This design comes from an exercise in tuning for small area and a short achievable clock period on the open sky130 flow, not from production work.
Power figures rest on the tool's default switching activity, not on a simulated workload.

== oak ==
Design bist, start of the top module:
module bist #(
  parameter int size   = 6,
  parameter int length = 8
) (
  input  logic              start,
  input  logic              rst,
  input  logic              clk,
  input  logic              csin,
  input  logic              rwbarin,
  input  logic              opr,
  input  logic [size-1:0]   address,
  input  logic [length-1:0] datain,
  output logic [length-1:0] dataout,
  output logic              fail
);
Settings: LEC_CHECK=0, CAP_MARGIN=20, CORE_MARGIN=2, CORE_UTILIZATION=40, CTS_BUF_LIST=sky130_fd_sc_hd__clkbuf_8, SETUP_SLACK_MARGIN=2.2, SLEW_MARGIN=20, SYNTH_HIERARCHICAL=1, SYNTH_MINIMUM_KEEP_SIZE=0; clock period 4.5 ns.
run.sh (not shown) runs the stock make flow with config.mk's settings and CLKGATE_MAP_FILE= SYNTH_SCRIPT=/design/flow/synth_recipe.tcl, a recipe that flattens the netlist after the stock synthesis.
The following lists how pine was set up differently from oak:
- clearing CTS_BUF_LIST, which used to be sky130_fd_sc_hd__clkbuf_8
==> flow/flow/run.sh (new file) <==
#!/bin/bash
# Layout flow: the standard flow (standard.sh), with two changes after
# the standard synthesis:
#  - the port buffers are plain buffers (buf_4) instead of the delay cells
#    buffer_ports picks by default;
#  - the delay cells are not used by repair, so no path gets a delay cell
#    as a buffer.
# Each step's output goes to a log of its own in this folder (ORFS also
# keeps its per-step logs under orfs/logs).
set -euo pipefail

bash standard.sh synth > synth.log 2>&1

export BUFFER_PORTS_ARGS="-buffer_cell sky130_fd_sc_hd__buf_4"
export DONT_USE_CELLS="sky130_fd_sc_hd__dlygate4sd1_1 sky130_fd_sc_hd__dlygate4sd2_1 sky130_fd_sc_hd__dlygate4sd3_1 sky130_fd_sc_hd__clkdlybuf4s15_1 sky130_fd_sc_hd__clkdlybuf4s15_2 sky130_fd_sc_hd__clkdlybuf4s18_1 sky130_fd_sc_hd__clkdlybuf4s18_2 sky130_fd_sc_hd__clkdlybuf4s25_1 sky130_fd_sc_hd__clkdlybuf4s25_2 sky130_fd_sc_hd__clkdlybuf4s50_1 sky130_fd_sc_hd__clkdlybuf4s50_2 sky130_fd_sc_hd__dlymetal6s2s_1 sky130_fd_sc_hd__dlymetal6s4s_1 sky130_fd_sc_hd__dlymetal6s6s_1"

bash standard.sh floorplan > floorplan.log 2>&1
bash standard.sh place > place.log 2>&1
bash standard.sh cts > cts.log 2>&1
bash standard.sh route > route.log 2>&1
bash standard.sh finish > finish.log 2>&1
==> flow/standard.sh (new file) <==
#!/bin/bash
# synth_recipe.tcl (not shown) runs the flow's synth.tcl, then flattens the netlist and writes it again
# the make line also repeats each setting of config.mk as NAME=value (left out here)
make -C /OpenROAD-flow-scripts/flow DESIGN_CONFIG=/design/flow/config.mk WORK_HOME=/design/flow/orfs CLKGATE_MAP_FILE= SYNTH_SCRIPT=/design/flow/synth_recipe.tcl "${@:-finish}"
removed: flow/run.sh
Findings:
- Reg2reg setup slack in pine is 0.10 ns lower than in oak
- Area taken by multi-input logic gates, pine vs oak: up slightly
- pine gives more final worst-path cycle share than oak did.
- NOTE: clock share of power in pine exceeds that of oak
- Sort oak and pine by detailed-route wire length desc -> top: pine
- oak → pine: number of inserted diodes fell by 3; sequential share of layout area fell by 0.43 points; post-synthesis share of cell area spent on xor and xnor gates stayed essentially flat.
diff inputs: pine => birch
==> flow/run.sh (new file) <==
#!/bin/bash
# synth_recipe.tcl (not shown) runs the flow's synth.tcl, then flattens the netlist and writes it again
# the make line also repeats each setting of config.mk as NAME=value (left out here)
make -C /OpenROAD-flow-scripts/flow DESIGN_CONFIG=/design/flow/config.mk WORK_HOME=/design/flow/orfs CLKGATE_MAP_FILE= SYNTH_SCRIPT=/design/flow/synth_recipe.tcl finish
removed: flow/flow/run.sh
removed: flow/standard.sh
Findings:
[compare] base=pine new=birch: clock buffer count from CTS picked up an extra 1.8%, core utilization went down 0.36 points, critical path depth saw a decrease.
Function was not checked in any run of this note: the RTL went through the layout flow alone.

The RTL this note starts from:
==> flow/design.v <==
module bist #(
  parameter int size   = 6,
  parameter int length = 8
) (
  input  logic              start,
  input  logic              rst,
  input  logic              clk,
  input  logic              csin,
  input  logic              rwbarin,
  input  logic              opr,
  input  logic [size-1:0]   address,
  input  logic [length-1:0] datain,
  output logic [length-1:0] dataout,
  output logic              fail
);
  logic             NbarT;              
  logic             nrm;                
  logic             nrm_l, nrm_h;       
  logic [9:0]       q;
  logic             cout;
  logic             wt;                 
  logic             endt;               
  logic             kt;                 
  logic [63:0][7:0] ram;                
  logic [7:0]       rd_n;               
  logic [7:0]       rd_t;               
  logic             s63;                
  function automatic logic [7:0] pattern(input logic [2:0] p);
    case (p)
      3'd0: pattern = 8'hAA;
      3'd1: pattern = 8'h55;
      3'd2: pattern = 8'hF0;
      3'd3: pattern = 8'h0F;
      3'd4: pattern = 8'h00;
      3'd5: pattern = 8'hFF;
      3'd6: pattern = 8'h33;
      default: pattern = 8'hCC;
    endcase
  endfunction
  logic [7:0] data_t;
  logic [7:0] d;
  logic       we;
  assign d  = nrm ? datain : data_t;
  assign we = wt | (nrm & csin & ~rwbarin);
  logic       mode_next, cout_next;
  logic [9:0] q_next, q_next1;
  always_comb begin
    if (rst) mode_next = 1'b0;
    else if (!NbarT) mode_next = start;
    else if (cout) mode_next = 1'b0;
    else mode_next = 1'b1;
    q_next    = NbarT ? q + 10'd1 : 10'd0;
    q_next1   = q_next + 10'd1;
    cout_next = NbarT && (q == 10'h3FF);
  end
  logic to_n, to_t;
  assign to_n = rst | endt | (nrm & ~start);
  assign to_t = ~rst & kt;
  logic gn, gt, byn, byt;
  assign gn  = ~we & to_n;
  assign gt  = ~we & to_t;
  assign byn = we & to_n;
  assign byt = we & to_t;
  logic [5:0] an;                       
  for (genvar k = 0; k < 6; k++) begin : g_lit
    inv u_an (.a(address[k]), .y(an[k]));
  end
  logic nrm_l_d, nrm_h_d;
  inv u_nl (.a(mode_next), .y(nrm_l_d));
  inv u_nh (.a(mode_next), .y(nrm_h_d));
  logic [5:0] qn;
  logic [7:0] tlo_n, thi_n;
  for (genvar k = 0; k < 6; k++) begin : g_qlit
    inv u_qn (.a(q[k]), .y(qn[k]));
  end
  for (genvar j = 0; j < 8; j++) begin : g_tdec
    nand4 u_tl (.a(NbarT), .b(j[0] ? q[0] : qn[0]), .c(j[1] ? q[1] : qn[1]),
                .d(j[2] ? q[2] : qn[2]), .y(tlo_n[j]));
    nand4 u_th (.a(NbarT), .b(j[0] ? q[3] : qn[3]), .c(j[1] ? q[4] : qn[4]),
                .d(j[2] ? q[5] : qn[5]), .y(thi_n[j]));
  end
  logic [7:0] mlo_n, mhi_n;             
  for (genvar j = 0; j < 8; j++) begin : g_match
    nand4 u_ml (.a(nrm_l), .b(j[0] ? address[0] : an[0]), .c(j[1] ? address[1] : an[1]),
                .d(j[2] ? address[2] : an[2]), .y(mlo_n[j]));
    nand4 u_mh (.a(nrm_h), .b(j[0] ? address[3] : an[3]), .c(j[1] ? address[4] : an[4]),
                .d(j[2] ? address[5] : an[5]), .y(mhi_n[j]));
  end
  logic [15:0] lo_r, lo_w;              
  logic       gn_n, gt_n, we_n;
  assign gn_n = ~gn;
  assign gt_n = ~gt;
  assign we_n = ~we;
  logic [7:0] hin, hit, hiw;
  for (genvar j = 0; j < 8; j++) begin : g_sel
    nand2 u_r0 (.a(mlo_n[j]), .b(tlo_n[j]), .y(lo_r[j]));
    nand2 u_r1 (.a(mlo_n[j]), .b(tlo_n[j]), .y(lo_r[8+j]));
    nand2 u_w0 (.a(mlo_n[j]), .b(tlo_n[j]), .y(lo_w[j]));
    nand2 u_w1 (.a(mlo_n[j]), .b(tlo_n[j]), .y(lo_w[8+j]));
    aoi21 u_hn (.a(mhi_n[j]), .b(thi_n[j]), .c(gn_n), .y(hin[j]));
    aoi21 u_ht (.a(mhi_n[j]), .b(thi_n[j]), .c(gt_n), .y(hit[j]));
    aoi21 u_hw (.a(mhi_n[j]), .b(thi_n[j]), .c(we_n), .y(hiw[j]));
  end
  logic [63:0] de, den;
  for (genvar w = 0; w < 64; w++) begin : g_de
    nand2 u_den (.a(hiw[w/8]), .b(lo_w[(w/32)*8 + w%8]), .y(den[w]));
    inv   u_de  (.a(den[w]), .y(de[w]));
  end
  logic [63:0][7:0] ram_d;
  for (genvar w = 0; w < 64; w++) begin : g_hold
    for (genvar b = 0; b < 8; b++) begin : g_bit
      hold u_h (.s(de[w]), .sn(den[w]), .d(d[b]), .q(ram[w][b]), .y(ram_d[w][b]));
    end
  end
  always_ff @(posedge clk) ram <= ram_d;
  logic [7:0] grp [0:7];
  for (genvar i = 0; i < 8; i++) begin : g_grp
    for (genvar b = 0; b < 8; b++) begin : g_bit
      ao8 u_ao (.s(lo_r[(i/4)*8 +: 8]),
                .m({ram[8*i+7][b], ram[8*i+6][b], ram[8*i+5][b], ram[8*i+4][b],
                    ram[8*i+3][b], ram[8*i+2][b], ram[8*i+1][b], ram[8*i][b]}),
                .y(grp[i][b]));
    end
  end
  logic [7:0] rn_next, rt_next, bn;
  always_comb begin
    bn = d & {8{byn}};
  end
  for (genvar b = 0; b < 8; b++) begin : g_rd
    ao8b u_n (.s(hin),
              .m({grp[7][b], grp[6][b], grp[5][b], grp[4][b],
                  grp[3][b], grp[2][b], grp[1][b], grp[0][b]}),
              .b(bn[b]), .y(rn_next[b]));
    ao8  u_t (.s(hit),
              .m({grp[7][b], grp[6][b], grp[5][b], grp[4][b],
                  grp[3][b], grp[2][b], grp[1][b], grp[0][b]}),
              .y(rt_next[b]));
  end
  always_ff @(posedge clk) begin
    NbarT <= mode_next;
    nrm   <= ~mode_next;
    q     <= q_next;
    cout  <= cout_next;
    wt    <= mode_next & ~q_next[6];
    endt  <= mode_next & cout_next;
    kt    <= mode_next & ~cout_next & q_next1[6];
    rd_n   <= rn_next;
    rd_t   <= rt_next;
    data_t <= pattern(q_next[9:7]);
    nrm_l  <= nrm_l_d;
    nrm_h  <= nrm_h_d;
    s63    <= byt;
  end
  logic [7:0] on, rd_t_n, w63_n;
  for (genvar b = 0; b < 8; b++) begin : g_out
    inv   u_i (.a(rd_t[b]), .y(rd_t_n[b]));
    nand2 u_w (.a(s63), .b(ram[63][b]), .y(w63_n[b]));
    nand3 u_a (.a(csin), .b(rwbarin), .c(rd_n[b]), .y(on[b]));
    nand3 u_o (.a(on[b]), .b(rd_t_n[b]), .c(w63_n[b]), .y(dataout[b]));
  end
  logic [7:0] test_out;                 
  assign test_out = rd_t | (ram[63] & {8{s63}});
  always_ff @(posedge clk) begin
    if (rst) fail <= 1'b0;
    else if (opr && NbarT && (rwbarin || q[6]) && (test_out != data_t)) fail <= 1'b1;
  end
endmodule
module inv (input logic a, output logic y);
  assign y = ~a;
endmodule
module aoi21 (input logic a, b, c, output logic y);
  assign y = ~((a & b) | c);
endmodule
module ao8 (
  input  logic [7:0] s,
  input  logic [7:0] m,
  output logic       y
);
  assign y = |(s & m);
endmodule
module ao8b (
  input  logic [7:0] s,
  input  logic [7:0] m,
  input  logic       b,
  output logic       y
);
  logic [3:0] x;
  aoi22  u_x0 (.a(s[0]), .b(m[0]), .c(s[1]), .d(m[1]), .y(x[0]));
  aoi22  u_x1 (.a(s[2]), .b(m[2]), .c(s[3]), .d(m[3]), .y(x[1]));
  aoi22  u_x2 (.a(s[4]), .b(m[4]), .c(s[5]), .d(m[5]), .y(x[2]));
  aoi221 u_x3 (.a(s[6]), .b(m[6]), .c(s[7]), .d(m[7]), .e(b), .y(x[3]));
  nand4  u_y  (.a(x[0]), .b(x[1]), .c(x[2]), .d(x[3]), .y(y));
endmodule
module aoi22 (input logic a, b, c, d, output logic y);
  assign y = ~((a & b) | (c & d));
endmodule
module aoi221 (input logic a, b, c, d, e, output logic y);
  assign y = ~((a & b) | (c & d) | e);
endmodule
module nand4 (input logic a, b, c, d, output logic y);
  assign y = ~(a & b & c & d);
endmodule
module and2 (input logic a, b, output logic y);
  assign y = a & b;
endmodule
module nand3 (input logic a, b, c, output logic y);
  assign y = ~(a & b & c);
endmodule
module hold (input logic s, sn, d, q, output logic y);
  assign y = (s & d) | (sn & q);
endmodule
module nand2 (input logic a, b, output logic y);
  assign y = ~(a & b);
endmodule
clock: 4.5 ns
lec_check: 0
cap_margin: 20
core_margin: 2
core_utilization: 40
cts_cluster_diameter: 80
cts_cluster_size: 24
setup_slack_margin: 2.3
slew_margin: 20
synth_hierarchical: 1
synth_minimum_keep_size: 0
tns_end_percent: 0
standard.sh (not shown) runs the stock make flow with config.mk's settings and CLKGATE_MAP_FILE= SYNTH_SCRIPT=/design/flow/synth_recipe.tcl, a recipe that flattens the netlist after the stock synthesis.
==> flow/flow/run.sh <==
#!/bin/bash
# Layout flow: the standard flow (standard.sh), with two changes after
# the standard synthesis:
#  - the port buffers are plain buffers (buf_4) instead of the delay cells
#    buffer_ports picks by default;
#  - the delay cells are not used by repair, so no path gets a delay cell
#    as a buffer.
# Each step's output goes to a log of its own in this folder (ORFS also
# keeps its per-step logs under orfs/logs).
set -euo pipefail

bash standard.sh synth > synth.log 2>&1

export BUFFER_PORTS_ARGS="-buffer_cell sky130_fd_sc_hd__buf_4"
export DONT_USE_CELLS="sky130_fd_sc_hd__dlygate4sd1_1 sky130_fd_sc_hd__dlygate4sd2_1 sky130_fd_sc_hd__dlygate4sd3_1 sky130_fd_sc_hd__clkdlybuf4s15_1 sky130_fd_sc_hd__clkdlybuf4s15_2 sky130_fd_sc_hd__clkdlybuf4s18_1 sky130_fd_sc_hd__clkdlybuf4s18_2 sky130_fd_sc_hd__clkdlybuf4s25_1 sky130_fd_sc_hd__clkdlybuf4s25_2 sky130_fd_sc_hd__clkdlybuf4s50_1 sky130_fd_sc_hd__clkdlybuf4s50_2 sky130_fd_sc_hd__dlymetal6s2s_1 sky130_fd_sc_hd__dlymetal6s4s_1 sky130_fd_sc_hd__dlymetal6s6s_1"

bash standard.sh floorplan > floorplan.log 2>&1
bash standard.sh place > place.log 2>&1
bash standard.sh cts > cts.log 2>&1
bash standard.sh route > route.log 2>&1
bash standard.sh finish > finish.log 2>&1
Change:
- SETUP_SLACK_MARGIN: 2.3 -> 2.25
- TNS_END_PERCENT: 0 -> not set
Core utilization went down by 0.24 points; register-to-register slack is better by 0.09 ns; cell count stays flat; clock-buffer cell count went up by 2; worst hold slack barely changes; worst setup slack is better by 0.060 ns; final area went down by 0.51%; via count went down by 1.2%; routed wire length went up by 1.6%; synthesized cell count is unchanged.
Change:
- SETUP_SLACK_MARGIN: 2.25 -> 2.3
After rerunning: Final cell count is higher slightly. Hold slack stays flat. Sequential share of layout area decreases by 0.57 points. Setup slack is worse by 0.0041 ns. Power is about the same. Non-clock buffer count goes up by 18. Global-route usage drops by 0.24 points. Final area goes up slightly. Fmax hardly moves. Clock-buffer cell count drops by 1. Routed wire length grows slightly.
Change:
- SETUP_SLACK_MARGIN: 2.3 -> 2.2
=>
- non-clock buffer count drops by 13
- hold slack degrades by 0.0037 ns
- worst setup slack barely changes
Change:
- SETUP_SLACK_MARGIN: 2.2 -> 2.3
- TNS_END_PERCENT: not set -> 10
Result: Setup slack loses 0.032 ns. Routed wire length climbs by 1.3%. Fmax drops by about 1.4%. Clock skew is about the same. Total power hardly moves. Final cell count climbs by about 0.4%.
No run of this note included a check of the RTL's function; only the layout flow was run.

[afterwards: timing with drivers on the ports]
Ports are ideal in the flow. The routed layouts listed here were re-timed in OpenROAD. Step 1 (the two cells are an assumption about what drives the block):
set clk [get_ports {clk}]
set_driving_cell -lib_cell sky130_fd_sc_hd__clkbuf_16 $clk
set_driving_cell -lib_cell sky130_fd_sc_hd__buf_2 [delete_from_list [all_inputs] $clk]
Step 2 moves the port delays by t, midway between the first and last clock arrival at a register: inputs arrive t later, outputs are due t later. That takes back most of the time a late clock gives input paths. a / b / c = ideal / step 1 / step 2; a / b = the first two.
| run | t (ns) | setup slack, ns | worst setup path at the end | latest minus earliest clock arrival (ns) |
|---|---|---|---|---|
| oak | 0.727 | 2.102 / 2.044 / 1.464 | input to register | 0.051 / 0.050 |
| pine | 0.673 | 2.075 / 2.075 / 1.431 | input to register | 0.027 / 0.027 |
| birch | 0.693 | 2.109 / 2.052 / 1.534 | input to register | 0.043 / 0.043 |
| the first run of note 2 | 0.649 | 2.148 / 2.139 / 1.514 | input to register | 0.016 / 0.016 |
| the second run of note 2 | 0.669 | 2.208 / 2.151 / 1.593 | input to register | 0.028 / 0.027 |
| the third run of note 2 | 0.658 | 2.204 / 2.160 / 1.668 | input to register | 0.019 / 0.020 |
| the fourth run of note 2 | 0.654 | 2.202 / 2.164 / 1.669 | input to register | 0.022 / 0.022 |
| the fifth run of note 2 | 0.663 | 2.170 / 2.132 / 1.666 | input to register | 0.021 / 0.021 |
After both steps setup and hold are still met in every run listed. The setup slack of pine, which loses most, moves by 0.000 ns with the drivers and by -0.644 ns with both steps.
